This is an optimization exercise on Yosys and OpenROAD, whose aim is small area, not a production implementation.
In this exercise RTL edits were held to simulation tests only and were not proved equivalent to the original.

Design yqc_jisuanqi, start of the top module:
module yqc_jisuanqi(
    input clk,
    input rst,
    input [3:0] key,
    input [7:0] data_in,
    output wire [7:0] data_out,
    output wire [3:0] seg,
    output wire [3:0] dig
);
==> module dp_or3, before the edit <==
module dp_or3(input a, input b, input c, output y);
    assign y = a | b | c;
endmodule
==> module display_control, before the edit <==
module display_control(
    input clk,
    input rst,
    input [1:0] operation,
    input add_next,
    input nclear,
    input [7:0] as_sum,
    input as_co,
    input [7:0] prod_lo,
    input [7:0] nprod_hi,
    input [7:0] quo,
    output reg [7:0] data_out,
    output seg3,                 
    output reg seg2,             
    output [1:0] seg10,          
    output [3:0] dig
);
    reg [7:0] dmask;
    reg       ovh;
    reg [2:0] ncode;
    reg [2:0] dcode;
    reg [1:0] scode;             
    reg [1:0] scan_count;
    wire o1 = operation[1], o0 = operation[0];
    wire sc1 = scan_count[1], sc0 = scan_count[0];
    wire no1, no0, is_add, nsel_mul, sel_mul, sel_div, nis_sub;
    dp_inv  ud1(.a(o1), .y(no1));
    dp_inv  ud0(.a(o0), .y(no0));
    dp_nor  ud2(.a(o1), .b(o0), .y(is_add));
    dp_nand ud3(.a(o1), .b(no0), .y(nsel_mul));
    dp_inv  ud4(.a(nsel_mul), .y(sel_mul));
    dp_and  ud5(.a(o1), .b(o0), .y(sel_div));
    dp_nand ud6(.a(no1), .b(o0), .y(nis_sub));
    wire ov_t, novf_next, borrow, pm15, nhi15_next, ovh_next;
    dp_a21o  uo1(.a1(sel_div), .a2(nclear), .b1(is_add), .y(ov_t));
    dp_nand  uo2(.a(ovh), .b(ov_t), .y(novf_next));
    dp_nor   uh1(.a(nis_sub), .b(as_co), .y(borrow));
    dp_nor   uh2(.a(nsel_mul), .b(nprod_hi[7]), .y(pm15));
    dp_nor   uh3(.a(borrow), .b(pm15), .y(nhi15_next));
    dp_muxi  uh4(.s(add_next), .d1(nhi15_next), .d0(novf_next), .y(ovh_next));
    wire [7:0] nres_lo, dmask_d;
    genvar j;
    generate
        for (j = 0; j < 8; j = j + 1) begin : g_lo
            dp_a222oi u(.a1(no1), .a2(as_sum[j]), .b1(sel_mul), .b2(prod_lo[j]),
                        .c1(sel_div), .c2(quo[j]), .y(nres_lo[j]));
            dp_nand   um(.a(novf_next), .b(nres_lo[j]), .y(dmask_d[j]));
        end
    endgenerate
    wire nsc0, sc1_next, pick_b74, pick_b118, carry8, bc8;
    dp_inv  us0(.a(sc0), .y(nsc0));
    dp_xor  us1(.a(sc1), .b(sc0), .y(sc1_next));      
    dp_nor  up1(.a(sc1), .b(sc0), .y(pick_b74));
    dp_nor  up2(.a(sc1), .b(nsc0), .y(pick_b118));
    dp_and3 up3(.a(is_add), .b(as_co), .c(pick_b118), .y(carry8));
    dp_or   up4(.a(borrow), .b(carry8), .y(bc8));
    wire [3:0] lo_nib, p_nib, hi_nib, nnib;
    generate
        for (j = 0; j < 4; j = j + 1) begin : g_nib
            dp_muxi ul(.s(pick_b74), .d1(nres_lo[4+j]), .d0(nres_lo[j]), .y(lo_nib[j]));
            dp_muxi up(.s(pick_b118), .d1(nprod_hi[j]), .d0(nprod_hi[4+j]), .y(p_nib[j]));
            if (j == 0) begin : g_h0
                dp_a21o uh(.a1(sel_mul), .a2(p_nib[j]), .b1(bc8), .y(hi_nib[j]));
            end else begin : g_hn
                dp_a21o uh(.a1(sel_mul), .a2(p_nib[j]), .b1(borrow), .y(hi_nib[j]));
            end
            dp_muxi un(.s(sc1_next), .d1(hi_nib[j]), .d0(lo_nib[j]), .y(nnib[j]));
        end
    endgenerate
    wire [2:0] ncode_d;
    nib_class u_class(.m(nnib), .y(ncode_d));
    always @(posedge clk or posedge rst) begin
        if (rst) begin
            data_out <= 0;
            dmask <= 0;
            ovh <= 0;
            ncode <= 3'b010;         
            dcode <= 3'b010;
            scode <= 2'b00;          
            seg2 <= 1'b0;
            scan_count <= 0;
        end else begin
            dmask <= dmask_d;
            ovh <= ovh_next;
            data_out <= dmask;
            ncode <= ncode_d;
            dcode <= ncode;
            scode <= dcode[1:0];
            seg2 <= dcode[2];
            scan_count <= {sc1_next, nsc0};
        end
    end
    wire nx2, s1a, s0a, started;
    dp_inv   ug2(.a(seg2), .y(nx2));
    dp_nor   ug3(.a(nx2), .b(scode[0]), .y(seg3));
    dp_nor   ug1a(.a(seg2), .b(scode[0]), .y(s1a));
    dp_nor   ug1(.a(scode[1]), .b(s1a), .y(seg10[1]));
    dp_xnor  ug0a(.a(scode[1]), .b(seg2), .y(s0a));
    dp_nor   ug0(.a(scode[0]), .b(s0a), .y(seg10[0]));
    dp_or3   ust(.a(seg2), .b(scode[1]), .c(scode[0]), .y(started));
    wire nsc1;
    dp_inv   ui1(.a(sc1), .y(nsc1));
    dp_o21a  ug7(.a1(sc1),  .a2(nsc0), .b1(started), .y(dig[3]));
    dp_o21a  ug6(.a1(nsc1), .a2(sc0),  .b1(started), .y(dig[2]));
    dp_o21a  ug5(.a1(nsc1), .a2(nsc0), .b1(started), .y(dig[1]));
    dp_o21a  ug4(.a1(sc1),  .a2(sc0),  .b1(started), .y(dig[0]));
endmodule
==> module yqc_jisuanqi, before the edit <==
module yqc_jisuanqi(
    input clk,
    input rst,
    input [3:0] key,
    input [7:0] data_in,
    output wire [7:0] data_out,
    output wire [3:0] seg,
    output wire [3:0] dig
);
    wire [1:0]  operation;
    wire        add_next;
    wire        nclear;
    wire [7:0]  as_sum;
    wire        as_co;
    wire [7:0] prod_lo;
    wire [7:0] nprod_hi;
    wire [7:0]  quo;
    operation_control u_operation_control(
     .clk(clk),
     .rst(rst),
     .key(key),
     .data_in(data_in),
     .operation(operation),
     .add_next(add_next),
     .nclear(nclear),
     .as_sum(as_sum),
     .as_co(as_co),
     .prod_lo(prod_lo),
     .nprod_hi(nprod_hi),
     .quo(quo)
    );
    display_control u_display_control(
     .clk(clk),
     .rst(rst),
     .operation(operation),
     .add_next(add_next),
     .nclear(nclear),
     .as_sum(as_sum),
     .as_co(as_co),
     .prod_lo(prod_lo),
     .nprod_hi(nprod_hi),
     .quo(quo),
     .data_out(data_out),
     .seg3(seg[3]),
     .seg2(seg[2]),
     .seg10(seg[1:0]),
     .dig(dig)
    );
endmodule
export LEC_CHECK = 0
export CAP_MARGIN = 20
export CORE_MARGIN = 2
export CORE_UTILIZATION = 40
export GPL_TIMING_DRIVEN = 0
export SLEW_MARGIN = 20
export SYNTH_HIERARCHICAL = 1
create_clock -name core_clock -period 33.0 [get_ports {clk}]
standard.sh (not shown) runs the stock make flow with config.mk's settings and CLKGATE_MAP_FILE= SYNTH_SCRIPT=/design/flow/synth_recipe.tcl, a recipe that flattens the netlist after the stock synthesis.
==> flow/flow/run.sh <==
#!/bin/bash
export BUFFER_PORTS_ARGS="-buffer_cell sky130_fd_sc_hd__buf_1"
export CTS_ARGS="-sink_clustering_enable -repair_clock_nets -buf_list sky130_fd_sc_hd__clkbuf_8 -dont_use_dummy_load"
bash standard.sh > standard.log 2>&1
The baseline went through all stages and came out clean.
Then changed:
--- a/flow/design.v
+++ b/flow/design.v
@@ -39,13 +39,10 @@
     assign y = ~(a | b);
 endmodule
 module dp_nor3(input a, input b, input c, output y);
     assign y = ~(a | b | c);
 endmodule
-module dp_or3(input a, input b, input c, output y);
-    assign y = a | b | c;
-endmodule
 module dp_and3(input a, input b, input c, output y);
     assign y = a & b & c;
 endmodule
 module dp_nand3(input a, input b, input c, output y);
     assign y = ~(a & b & c);
@@ -282,21 +279,20 @@
     input as_co,
     input [7:0] prod_lo,
     input [7:0] nprod_hi,
     input [7:0] quo,
     output reg [7:0] data_out,
-    output seg3,                 
-    output reg seg2,             
-    output [1:0] seg10,          
+    output [3:0] seg,
     output [3:0] dig
 );
     reg [7:0] dmask;
     reg       ovh;
     reg [2:0] ncode;
     reg [2:0] dcode;
-    reg [1:0] scode;             
+    reg [2:0] scode;
     reg [1:0] scan_count;
+    reg       started;
     wire o1 = operation[1], o0 = operation[0];
     wire sc1 = scan_count[1], sc0 = scan_count[0];
     wire no1, no0, is_add, nsel_mul, sel_mul, sel_div, nis_sub;
     dp_inv  ud1(.a(o1), .y(no1));
     dp_inv  ud0(.a(o0), .y(no0));
@@ -348,32 +344,30 @@
             data_out <= 0;
             dmask <= 0;
             ovh <= 0;
             ncode <= 3'b010;         
             dcode <= 3'b010;
-            scode <= 2'b00;          
-            seg2 <= 1'b0;
+            scode <= 3'b011;         
             scan_count <= 0;
+            started <= 0;
         end else begin
             dmask <= dmask_d;
             ovh <= ovh_next;
             data_out <= dmask;
             ncode <= ncode_d;
             dcode <= ncode;
-            scode <= dcode[1:0];
-            seg2 <= dcode[2];
+            scode <= dcode;
             scan_count <= {sc1_next, nsc0};
+            started <= 1'b1;
         end
     end
-    wire nx2, s1a, s0a, started;
-    dp_inv   ug2(.a(seg2), .y(nx2));
-    dp_nor   ug3(.a(nx2), .b(scode[0]), .y(seg3));
-    dp_nor   ug1a(.a(seg2), .b(scode[0]), .y(s1a));
-    dp_nor   ug1(.a(scode[1]), .b(s1a), .y(seg10[1]));
-    dp_xnor  ug0a(.a(scode[1]), .b(seg2), .y(s0a));
-    dp_nor   ug0(.a(scode[0]), .b(s0a), .y(seg10[0]));
-    dp_or3   ust(.a(seg2), .b(scode[1]), .c(scode[0]), .y(started));
+    wire nx2;
+    dp_inv   ug2(.a(scode[2]), .y(nx2));
+    dp_nor   ug3(.a(nx2), .b(scode[0]), .y(seg[3]));
+    assign seg[2] = scode[2];
+    dp_inv   ug1(.a(scode[1]), .y(seg[1]));
+    dp_a21oi ug0(.a1(scode[1]), .a2(scode[2]), .b1(scode[0]), .y(seg[0]));
     wire nsc1;
     dp_inv   ui1(.a(sc1), .y(nsc1));
     dp_o21a  ug7(.a1(sc1),  .a2(nsc0), .b1(started), .y(dig[3]));
     dp_o21a  ug6(.a1(nsc1), .a2(sc0),  .b1(started), .y(dig[2]));
     dp_o21a  ug5(.a1(nsc1), .a2(nsc0), .b1(started), .y(dig[1]));
@@ -420,11 +414,9 @@
      .as_co(as_co),
      .prod_lo(prod_lo),
      .nprod_hi(nprod_hi),
      .quo(quo),
      .data_out(data_out),
-     .seg3(seg[3]),
-     .seg2(seg[2]),
-     .seg10(seg[1:0]),
+     .seg(seg),
      .dig(dig)
     );
 endmodule
The changed run finished with timing, DRC and antenna clean.
Non-clock buffer count climbs by 1.
Final area climbs by 0.53%.
Setup slack loses 0.069 ns.
Flip-flop and latch count climbs by 1.
Wire length drops by 1.8%.
Utilization stays flat.
Die area climbs by 0.55%.
Sequential share of layout area climbs by 0.45 points.
Final cell count stays the same.
Synthesized cell count is unchanged.
Global-route usage drops by 0.20 points.

==> port drivers added, routing unchanged <==
No port has a modelled driver above. Below, the same layouts with a new extraction and two added sets of constraints. Step 1 sets driving cells, clkbuf_16 on the clock port and buf_2 on the other inputs (assumed; they add their load-dependent delay and slew). Step 2 adds t to the input delays and takes it off the output delays; t is the mean of the earliest and latest rising clock arrival at the registers after step 1. Input paths then give back, and output paths get back, about the clock's delay inside the block. a / b / c = ideal / step 1 / step 2; a / b = the first two.
run | t, ns | setup slack, ns | clock arrival spread, ns | worst register clock-pin slew, ns
the first run | 0.311 | 15.203 / 15.203 / 15.203 | 0.016 / 0.016 | 0.08 / 0.08
the second run | 0.320 | 15.133 / 15.133 / 15.133 | 0.029 / 0.029 | 0.09 / 0.09
After both steps every run listed still meets setup and hold.
